This design comes from an exercise in tuning for small area, a short achievable clock period and few clock cycles per item on the open sky130 flow, not from production work. RTL that was checked went through simulation tests only; none was proved equivalent to the original. Power is estimated from default activity; no workload was simulated.

==> flow/design.v <==
module fpadd (
    clk, reset, start,
    a, b,
    sum,
    done,
    nan
);
    input clk, reset, start;
    input [31:0] a, b;
    output [31:0] sum;
    output done;
    output nan;
    wire        sa = a[31], sb = b[31];
    wire [7:0]  ea = a[30:23], eb = b[30:23];
    wire [22:0] fa = a[22:0], fb = b[22:0];
    wire fa_z = (fa == 23'd0);
    wire fb_z = (fb == 23'd0);
    wire ea_0 = (ea == 8'd0), eb_0 = (eb == 8'd0);
    wire ea_1 = (ea == 8'hff), eb_1 = (eb == 8'hff);
    wire za = ea_0 & fa_z, zb = eb_0 & fb_z;    
    wire ia = ea_1 & fa_z, ib = eb_1 & fb_z;    
    wire na = ea_1 & ~fa_z, nb = eb_1 & ~fb_z;  
    wire is_nan = na | nb;
    wire special = za | zb | ia | ib;
    wire pick_b = za | (~zb & ~ia);
    wire [8:0] dab = {1'b0, ea} - {1'b0, eb};
    wire [7:0] dba = eb - ea;
    wire       e_lt = dab[8];
    wire       e_eq = (ea == eb);
    wire       swap = special ? pick_b : e_lt;
    wire [7:0] d = e_lt ? dba : dab[7:0];
    wire [23:0] mx = swap ? {1'b1, fb} : {1'b1, fa};
    wire [23:0] my = swap ? {1'b1, fa} : {1'b1, fb};
    wire [7:0]  ex = swap ? eb : ea;
    wire        sub = (sa ^ sb) & ~special;
    wire        neg = sub & e_eq & (fa < fb);
    wire        sx = (swap ? sb : sa) ^ neg;
    wire kill = special | (d[7:5] != 3'd0);
    wire [23:0] ys = kill ? 24'd0 : (my >> d[4:0]);
    wire [23:0] yo = ys ^ {24{sub}};
    wire [23:0] p = mx ^ yo;
    wire [23:0] g = mx & yo;
    wire        cin = sub & ~neg;
    wire pg1_g = g[0] | (p[0] & cin);
    wire pg2_g = g[2] | (p[2] & g[1]);
    wire pg2_p = p[2] & p[1];
    wire pg3_g = g[4] | (p[4] & g[3]);
    wire pg3_p = p[4] & p[3];
    wire pg4_g = g[6] | (p[6] & g[5]);
    wire pg4_p = p[6] & p[5];
    wire pg5_g = g[8] | (p[8] & g[7]);
    wire pg5_p = p[8] & p[7];
    wire pg6_g = g[10] | (p[10] & g[9]);
    wire pg6_p = p[10] & p[9];
    wire pg7_g = g[12] | (p[12] & g[11]);
    wire pg7_p = p[12] & p[11];
    wire pg8_g = g[14] | (p[14] & g[13]);
    wire pg8_p = p[14] & p[13];
    wire pg9_g = g[16] | (p[16] & g[15]);
    wire pg9_p = p[16] & p[15];
    wire pg10_g = g[18] | (p[18] & g[17]);
    wire pg10_p = p[18] & p[17];
    wire pg11_g = g[20] | (p[20] & g[19]);
    wire pg11_p = p[20] & p[19];
    wire pg12_g = g[22] | (p[22] & g[21]);
    wire pg12_p = p[22] & p[21];
    wire pg13_g = g[1] | (p[1] & pg1_g);
    wire pg14_g = pg2_g | (pg2_p & pg1_g);
    wire pg15_g = g[5] | (p[5] & pg3_g);
    wire pg15_p = p[5] & pg3_p;
    wire pg16_g = pg4_g | (pg4_p & pg3_g);
    wire pg16_p = pg4_p & pg3_p;
    wire pg17_g = g[9] | (p[9] & pg5_g);
    wire pg17_p = p[9] & pg5_p;
    wire pg18_g = pg6_g | (pg6_p & pg5_g);
    wire pg18_p = pg6_p & pg5_p;
    wire pg19_g = g[13] | (p[13] & pg7_g);
    wire pg19_p = p[13] & pg7_p;
    wire pg20_g = pg8_g | (pg8_p & pg7_g);
    wire pg20_p = pg8_p & pg7_p;
    wire pg21_g = g[17] | (p[17] & pg9_g);
    wire pg21_p = p[17] & pg9_p;
    wire pg22_g = pg10_g | (pg10_p & pg9_g);
    wire pg22_p = pg10_p & pg9_p;
    wire pg23_g = g[21] | (p[21] & pg11_g);
    wire pg23_p = p[21] & pg11_p;
    wire pg24_g = pg12_g | (pg12_p & pg11_g);
    wire pg24_p = pg12_p & pg11_p;
    wire pg25_g = g[3] | (p[3] & pg14_g);
    wire pg26_g = pg3_g | (pg3_p & pg14_g);
    wire pg27_g = pg15_g | (pg15_p & pg14_g);
    wire pg28_g = pg16_g | (pg16_p & pg14_g);
    wire pg29_g = g[11] | (p[11] & pg18_g);
    wire pg29_p = p[11] & pg18_p;
    wire pg30_g = pg7_g | (pg7_p & pg18_g);
    wire pg30_p = pg7_p & pg18_p;
    wire pg31_g = pg19_g | (pg19_p & pg18_g);
    wire pg31_p = pg19_p & pg18_p;
    wire pg32_g = pg20_g | (pg20_p & pg18_g);
    wire pg32_p = pg20_p & pg18_p;
    wire pg33_g = g[19] | (p[19] & pg22_g);
    wire pg33_p = p[19] & pg22_p;
    wire pg34_g = pg11_g | (pg11_p & pg22_g);
    wire pg34_p = pg11_p & pg22_p;
    wire pg35_g = pg23_g | (pg23_p & pg22_g);
    wire pg35_p = pg23_p & pg22_p;
    wire pg36_g = pg24_g | (pg24_p & pg22_g);
    wire pg36_p = pg24_p & pg22_p;
    wire pg37_g = g[7] | (p[7] & pg28_g);
    wire pg38_g = pg5_g | (pg5_p & pg28_g);
    wire pg39_g = pg17_g | (pg17_p & pg28_g);
    wire pg40_g = pg18_g | (pg18_p & pg28_g);
    wire pg41_g = pg29_g | (pg29_p & pg28_g);
    wire pg42_g = pg30_g | (pg30_p & pg28_g);
    wire pg43_g = pg31_g | (pg31_p & pg28_g);
    wire pg44_g = pg32_g | (pg32_p & pg28_g);
    wire pg45_g = g[23] | (p[23] & pg36_g);
    wire pg45_p = p[23] & pg36_p;
    wire pg46_g = g[15] | (p[15] & pg44_g);
    wire pg47_g = pg9_g | (pg9_p & pg44_g);
    wire pg48_g = pg21_g | (pg21_p & pg44_g);
    wire pg49_g = pg22_g | (pg22_p & pg44_g);
    wire pg50_g = pg33_g | (pg33_p & pg44_g);
    wire pg51_g = pg34_g | (pg34_p & pg44_g);
    wire pg52_g = pg35_g | (pg35_p & pg44_g);
    wire pg53_g = pg36_g | (pg36_p & pg44_g);
    wire pg54_g = pg45_g | (pg45_p & pg44_g);
    wire [24:0] c;
    assign c[0] = cin;
    assign c[1] = pg1_g;
    assign c[2] = pg13_g;
    assign c[3] = pg14_g;
    assign c[4] = pg25_g;
    assign c[5] = pg26_g;
    assign c[6] = pg27_g;
    assign c[7] = pg28_g;
    assign c[8] = pg37_g;
    assign c[9] = pg38_g;
    assign c[10] = pg39_g;
    assign c[11] = pg40_g;
    assign c[12] = pg41_g;
    assign c[13] = pg42_g;
    assign c[14] = pg43_g;
    assign c[15] = pg44_g;
    assign c[16] = pg46_g;
    assign c[17] = pg47_g;
    assign c[18] = pg48_g;
    assign c[19] = pg49_g;
    assign c[20] = pg50_g;
    assign c[21] = pg51_g;
    assign c[22] = pg52_g;
    assign c[23] = pg53_g;
    assign c[24] = pg54_g;
    wire [24:0] r = {c[24] & ~sub, p ^ c[23:0] ^ {24{neg}}};
    reg [24:0] r_q;
    reg [7:0]  e_q;      
    reg        s_q;
    reg        nan_q;
    reg        done_q;
    always @(posedge clk) begin
        if (start) begin
            r_q   <= r;
            e_q   <= ex + 8'd1;
            s_q   <= sx;
            nan_q <= is_nan;
        end
        if (reset)
            done_q <= 1'b0;
        else if (start)
            done_q <= 1'b1;
    end
    wire        k4 = (r_q[24:9] == 16'd0) | nan_q;
    wire [24:0] n4 = k4 ? {r_q[8:0], 16'd0} : r_q;
    wire        k3 = (n4[24:17] == 8'd0) | nan_q;
    wire [24:0] n3 = k3 ? {n4[16:0], 8'd0} : n4;
    wire        k2 = (n3[24:21] == 4'd0);
    wire [24:0] n2 = k2 ? {n3[20:0], 4'd0} : n3;
    wire        k1 = (n2[24:23] == 2'd0);
    wire [24:0] n1 = k1 ? {n2[22:0], 2'd0} : n2;
    wire        k0 = ~n1[24];
    wire [24:0] rn = k0 ? {n1[23:0], 1'b0} : n1;
    wire        zero = ~rn[24] | nan_q;
    wire [7:0]  en = e_q - {3'd0, k4, k3, k2, k1, k0};
    assign sum  = {{9{~zero}} & {s_q, en}, rn[23:1]};
    assign nan  = nan_q;
    assign done = done_q;
endmodule
Settings: LEC_CHECK=0, ABC_AREA=1, CAP_MARGIN=20, CORE_MARGIN=2, CORE_UTILIZATION=60, SETUP_SLACK_MARGIN=5, SLEW_MARGIN=20; clock period 13.0 ns.
standard.sh (not shown) runs the stock make flow with config.mk's settings and CLKGATE_MAP_FILE= SYNTH_SCRIPT=/design/flow/synth_recipe.tcl, a recipe that flattens the netlist after the stock synthesis.
==> flow/flow/run.sh <==
#!/bin/bash
# Standard layout, with buf_1 port buffers and a larger setup repair margin.
set -euo pipefail
bash standard.sh BUFFER_PORTS_ARGS="-buffer_cell sky130_fd_sc_hd__buf_1" SETUP_SLACK_MARGIN=8 finish > standard_flow.log 2>&1
The starting point died in global routing.
Next try:
==> flow/flow/run.sh (replaced) <==
#!/bin/bash
# Standard layout, with port buffers of type buf_2 instead of the default choice.
set -euo pipefail
bash standard.sh BUFFER_PORTS_ARGS="-buffer_cell sky130_fd_sc_hd__buf_2" finish > standard_flow.log 2>&1
The changed run finished with timing, DRC and antenna clean.
Synthesized cell count does not change.
Synthesized area does not change.
Next try:
==> flow/flow/run.sh (replaced) <==
#!/bin/bash
# Standard layout, with port buffers of type buf_1 instead of the default choice.
set -euo pipefail
bash standard.sh BUFFER_PORTS_ARGS="-buffer_cell sky130_fd_sc_hd__buf_1" finish > standard_flow.log 2>&1
Effect: The new run went through all stages and came out clean. Non-clock buffer count rises by 5. Clock-buffer cell count stays the same. Final cell count hardly moves. Combinational power hardly moves. Utilization falls by 0.60 points. Cell area falls by 0.88%. Total power is about the same. Die area stays the same. Routed wire length stays flat. Clock skew does not change. Via count rises by 1.1%.
Next try:
==> flow/run.sh (new file) <==
#!/bin/bash
# synth_recipe.tcl (not shown) runs the flow's synth.tcl, then flattens the netlist and writes it again
# the make line also repeats each setting of config.mk as NAME=value (left out here)
make -C /OpenROAD-flow-scripts/flow DESIGN_CONFIG=/design/flow/config.mk WORK_HOME=/design/flow/orfs CLKGATE_MAP_FILE= SYNTH_SCRIPT=/design/flow/synth_recipe.tcl finish
ABC_AREA = 0   (was 1)
removed: flow/flow/run.sh
removed: flow/standard.sh
=>
- The changed run completed without violations
- global-route usage rose by 4.4 points
- total power increases by 32%
- sequential cell count is unchanged
- via count went down by 11%
- die area drops by 2.7%
- routed wire length increases by 15%
Next try:
ABC_AREA = 1   (was 0)
The changed run finished clean.
Fmax came out higher by 3.5%.
Cell count is higher by 32%.
Total power decreases by 16%.
Die area rose by 2.8%.
Non-clock buffer count is lower by 72.
Global-route usage falls by 3.0 points.
Count of clock-buffer cells in the layout increases by 1.
Via count increases by 13%.
Sequential power decreases by 12%.
No functional check of the RTL was part of any run of this note.

---

red:
fpadd, a different RTL version from the one above (not shown whole).
For scale: about 1,300 cells after synthesis, about 36 flip-flops, about 100 I/O pins.
Design fpadd, start of the top module:
module fpadd (
    clk, reset, start,
    a, b,
    sum,
    done,
    nan
);
clock: 13.0 ns
lec_check: 0
abc_area: 1
cap_margin: 20
core_margin: 2
core_utilization: 60
setup_slack_margin: 5
slew_margin: 20
==> flow/flow/run.sh <==
#!/bin/bash
# Standard layout with extra ORFS settings: BUFFER_PORTS_ARGS="-buffer_cell sky130_fd_sc_hd__buf_1" SETUP_SLACK_MARGIN=6
set -euo pipefail
bash standard.sh BUFFER_PORTS_ARGS="-buffer_cell sky130_fd_sc_hd__buf_1" SETUP_SLACK_MARGIN=6 finish > standard_flow.log 2>&1
Testbench counts of red, summed over its fixed seeds: cycles 48,000, items 24,000.
#### Input delta (blue over red)
- an added CTS_BUF_LIST of sky130_fd_sc_hd__clkbuf_4 sky130_fd_sc_hd__clkbuf_8
==> flow/flow/run.sh <==
#!/bin/bash
# Standard layout with extra ORFS settings: BUFFER_PORTS_ARGS="-buffer_cell sky130_fd_sc_hd__buf_1"
set -euo pipefail
bash standard.sh BUFFER_PORTS_ARGS="-buffer_cell sky130_fd_sc_hd__buf_1" finish > standard_flow.log 2>&1
### Flow results
blue ended with every stage complete and zero timing, DRC or antenna violations. In blue relative to red, number of cells on the critical path had gone down by more than a quarter. red → blue: layout overhead on the synthesized area now sits lower; fraction of met1 tracks used by global routing decreased 1.1 points; aggregate global-route resource usage dropped 1.1 points. The higher sequential share of layout area of blue and red is in blue. On blue: worst setup slack is 0.42 ns lower than what red gave. Clock network power, blue and red, lower one = blue.
Input changes introduced in green (baseline for comparison: blue):
- a deleted CTS_BUF_LIST that had been sky130_fd_sc_hd__clkbuf_4 sky130_fd_sc_hd__clkbuf_8
- a change of CORE_UTILIZATION from 60 to 75
[summary]
The flow did not stop early for green: all stages ran, and the layout cleared the timing, DRC and antenna checks.
Between green and blue, the area taken by multi-input logic gates figures differ only marginally.
Lower fraction of power consumed by the clock network goes to blue over green.
[green vs blue] post-route minimum period: higher in green
Taking blue as 1.0, green lands at 1.07 on first-pass GRT wire length.
According to the power report, total power for green is higher than for blue.
Post-detailed-route DRC marker count: blue vs green identical
green: standard cell area after detailed placement lower than blue
Final critical-path share of the clock period in green vs blue: up 1.7 points
Edits applied to the flow inputs when going from green to orange:
- changing CORE_UTILIZATION from 75 to 60
==> flow/flow/run.sh <==
#!/bin/bash
# The standard layout (the standard.sh, unchanged synthesis), except that
# the port buffers are sky130_fd_sc_hd__buf_1 instead of the default choice.
# The full make output goes to standard_flow.log in the work folder.
set -euo pipefail
bash standard.sh BUFFER_PORTS_ARGS="-buffer_cell sky130_fd_sc_hd__buf_1" finish > standard_flow.log 2>&1
### Flow results
Between green and orange, the difference in hold path depth is negligible.
Of the two candidates, green has the better core area and orange the worse one.
Summary of the comparison: global-route usage is lower in orange, relative to green.
Total power of orange is on par with green.
Between orange and green, the fraction of area in registers does not differ in any meaningful way.
orange against green: data arrival time of the worst path decreased by 0.22 ns relative to the old numbers, final period utilization saw a decrease, register-to-register setup slack level, remaining max-slew budget at the tightest pin lost 2.7 points, post-layout instance area increased 83 um2.
### orange -> purple
- setting CTS_BUF_LIST to sky130_fd_sc_hd__clkbuf_4 sky130_fd_sc_hd__clkbuf_8 for the first time
==> flow/flow/run.sh <==
#!/bin/bash
# The standard layout (the standard.sh, unchanged synthesis), with
# sky130_fd_sc_hd__buf_1 port buffers; timing repair aims at a setup margin of
# 6 ns up to clock tree synthesis and 5 ns after global routing.
# Each make run's full output goes to its own log in the work folder.
set -euo pipefail
PB='BUFFER_PORTS_ARGS=-buffer_cell sky130_fd_sc_hd__buf_1'
bash standard.sh "$PB" SETUP_SLACK_MARGIN=6  cts > flow_to_cts.log 2>&1
bash standard.sh "$PB" SETUP_SLACK_MARGIN=5  finish > flow_finish.log 2>&1
==> run notes <==
Latest clock arrival within the worst-skew pair delta (purple -> orange): insignificant
Diff orange -> purple: final core area utilization picked up an extra 0.83 points, length of the first detailed-routing pass in iterations went up.
Going from orange to purple, post-route clock period utilization decreased 1.5 points; number of clock-tree buffers in the layout essentially unchanged; routed wire length increased 3.0%; setup slack of the critical path after layout increased 0.19 ns.
The library cell contributing the largest single delay on the critical path comes out sky130_fd_sc_hd__xor2_1 in one run and sky130_fd_sc_hd__fa_1 in the other, namely in orange and purple respectively.
Met3 track demand over resource delta for purple relative to orange: 1.0 points higher
First-pass GRT wire length deteriorates in purple relative to orange.
NOTE filler-free cell count of the finished design orange->purple increased slightly
In the tables for purple and orange, cell internal power dissipation reads lower with purple.

---

fpadd, a different RTL version from the one above (not shown whole).
Size: ~1200 cells after synthesis, about 36 flip-flops, ~100 I/O pins.
==> flow/design.v (excerpt) <==
module fpadd (
    clk, reset, start,
    a, b,
    sum,
    done,
    nan
);
    input clk, reset, start;
    input [31:0] a, b;
    output [31:0] sum;
    output done;
    output nan;
    wire        sa = a[31], sb = b[31];
    wire [7:0]  ea = a[30:23], eb = b[30:23];
    wire [22:0] fa = a[22:0], fb = b[22:0];
    wire fa_z = (fa == 23'd0);
    wire fb_z = (fb == 23'd0);
    wire ea_0 = (ea == 8'd0), eb_0 = (eb == 8'd0);
    wire ea_1 = (ea == 8'hff), eb_1 = (eb == 8'hff);
    wire za = ea_0 & fa_z, zb = eb_0 & fb_z;    
    wire ia = ea_1 & fa_z, ib = eb_1 & fb_z;    
    wire na = ea_1 & ~fa_z, nb = eb_1 & ~fb_z;  
    wire is_nan = na | nb;
    wire special = za | zb | ia | ib;
    wire pick_b = za | (~zb & ~ia);
    wire [7:0] ep = ea ^ ~eb;
    wire [7:0] eg = ea & ~eb;
    wire e1_g = eg[1] | (ep[1] & eg[0]);
    wire e1_p = ep[1] & ep[0];
    wire e2_g = eg[3] | (ep[3] & eg[2]);
    wire e2_p = ep[3] & ep[2];
    wire e3_g = eg[5] | (ep[5] & eg[4]);
    wire e3_p = ep[5] & ep[4];
    wire e4_g = eg[7] | (ep[7] & eg[6]);
    wire e4_p = ep[7] & ep[6];
    wire e5_g = eg[2] | (ep[2] & e1_g);
    wire e5_p = ep[2] & e1_p;
    wire e6_g = e2_g | (e2_p & e1_g);
    wire e6_p = e2_p & e1_p;
    wire e7_g = eg[6] | (ep[6] & e3_g);
    wire e7_p = ep[6] & e3_p;
    wire e8_g = e4_g | (e4_p & e3_g);
    wire e8_p = e4_p & e3_p;
    wire e9_g = eg[4] | (ep[4] & e6_g);
    wire e9_p = ep[4] & e6_p;
    wire e10_g = e3_g | (e3_p & e6_g);
    wire e10_p = e3_p & e6_p;
    wire e11_g = e7_g | (e7_p & e6_g);
    wire e11_p = e7_p & e6_p;
    wire e12_g = e8_g | (e8_p & e6_g);
    wire e12_p = e8_p & e6_p;
    wire       ec = e12_g;
    wire       e_lt = ~ec;
    wire       e_eq = e12_p;
  ...
clock: 13.0 ns
lec_check: 0
abc_area: 1
cap_margin: 20
core_margin: 2
core_utilization: 55
cts_buf_list: sky130_fd_sc_hd__clkbuf_4 sky130_fd_sc_hd__clkbuf_8
setup_slack_margin: 5
slew_margin: 20
==> flow/flow/run.sh <==
#!/bin/bash
# The standard layout (the standard.sh, unchanged synthesis), with
# sky130_fd_sc_hd__buf_1 port buffers; timing repair aims at a setup margin of
# 6.5 ns up to clock tree synthesis and 5 ns after global routing.
# Each make run's full output goes to its own log in the work folder.
set -euo pipefail
PB='BUFFER_PORTS_ARGS=-buffer_cell sky130_fd_sc_hd__buf_1'
bash standard.sh "$PB" SETUP_SLACK_MARGIN=6.5  cts > flow_to_cts.log 2>&1
bash standard.sh "$PB" SETUP_SLACK_MARGIN=5  finish > flow_finish.log 2>&1
The starting point produced a clean layout.
Testbench counts at the start, summed over its fixed seeds: cycles 48,000, items 24,000.
==> next run, changes <==
--- a/flow/flow/run.sh
+++ b/flow/flow/run.sh
@@ -4 +4 @@
-# 6.5 ns up to clock tree synthesis and 5 ns after global routing.
+# 7 ns up to clock tree synthesis and 5 ns after global routing.
@@ -8 +8 @@
-bash standard.sh "$PB" SETUP_SLACK_MARGIN=6.5  cts > flow_to_cts.log 2>&1
+bash standard.sh "$PB" SETUP_SLACK_MARGIN=7  cts > flow_to_cts.log 2>&1
CORE_UTILIZATION = 60   (was 55)
The new run passed the timing, DRC and antenna checks.
Hold slack improved by 0.0056 ns.
Combinational power is higher by about 13%.
Setup slack improved by 0.092 ns.
Power is higher by about 11%.
==> next run, changes <==
--- a/flow/flow/run.sh
+++ b/flow/flow/run.sh
@@ -4 +4 @@
-# 7 ns up to clock tree synthesis and 5 ns after global routing.
+# 6 ns up to clock tree synthesis and 5 ns after global routing.
@@ -8 +8 @@
-bash standard.sh "$PB" SETUP_SLACK_MARGIN=7  cts > flow_to_cts.log 2>&1
+bash standard.sh "$PB" SETUP_SLACK_MARGIN=6  cts > flow_to_cts.log 2>&1
CTS_BUF_LIST = sky130_fd_sc_hd__clkbuf_8   (was sky130_fd_sc_hd__clkbuf_4 sky130_fd_sc_hd__clkbuf_8)
CTS_CLUSTER_DIAMETER = 500   (was default)
CTS_CLUSTER_SIZE = 50   (was default)
Global-route usage goes down by 3.9 points; routed wire length shrinks by 12%; sequential cell count is unchanged.

port drivers added, routing unchanged:
In the flow no input, the clock included, has a driving cell. The finished layouts below were timed again as built, in two steps. Step 1 (the two cells are an assumption about what drives the block):
set clk [get_ports {clk}]
set_driving_cell -lib_cell sky130_fd_sc_hd__clkbuf_16 $clk
set_driving_cell -lib_cell sky130_fd_sc_hd__buf_2 [delete_from_list [all_inputs] $clk]
Step 2 moves the port delays by t, midway between the first and last clock arrival at a register: inputs arrive t later, outputs are due t later. That takes back most of the time a late clock gives input paths. a / b / c = no drivers / after step 1 / after step 2; a / b = the first two.
| run | t (ns) | setup slack, ns | worst register clock-pin slew, ns |
|---|---|---|---|
| the second run of note 1 | 0.317 | 5.320 / 5.330 / 5.013 | 0.05 / 0.05 |
| the third run of note 1 | 0.324 | 5.380 / 5.398 / 5.074 | 0.05 / 0.05 |
| the fourth run of note 1 | 0.321 | 4.921 / 4.940 / 4.619 | 0.06 / 0.06 |
| the fifth run of note 1 | 0.328 | 5.194 / 5.215 / 4.888 | 0.06 / 0.06 |
| red | 0.314 | 6.158 / 6.150 / 5.837 | 0.06 / 0.06 |
| blue | 0.315 | 5.742 / 5.745 / 5.431 | 0.07 / 0.07 |
| green | 0.325 | 5.527 / 5.530 / 5.205 | 0.08 / 0.08 |
| orange | 0.312 | 5.730 / 5.740 / 5.428 | 0.05 / 0.05 |
| purple | 0.316 | 5.918 / 5.923 / 5.607 | 0.07 / 0.07 |
| the first run of note 3 | 0.327 | 6.265 / 6.270 / 5.944 | 0.09 / 0.09 |
| the second run of note 3 | 0.333 | 6.358 / 6.337 / 6.004 | 0.09 / 0.09 |
| the third run of note 3 | 0.327 | 5.884 / 5.896 / 5.569 | 0.09 / 0.09 |
After both steps every run listed still meets setup and hold. The setup slack of the second run of note 3, which loses most, moves by -0.021 ns with the drivers and by -0.354 ns with both steps.
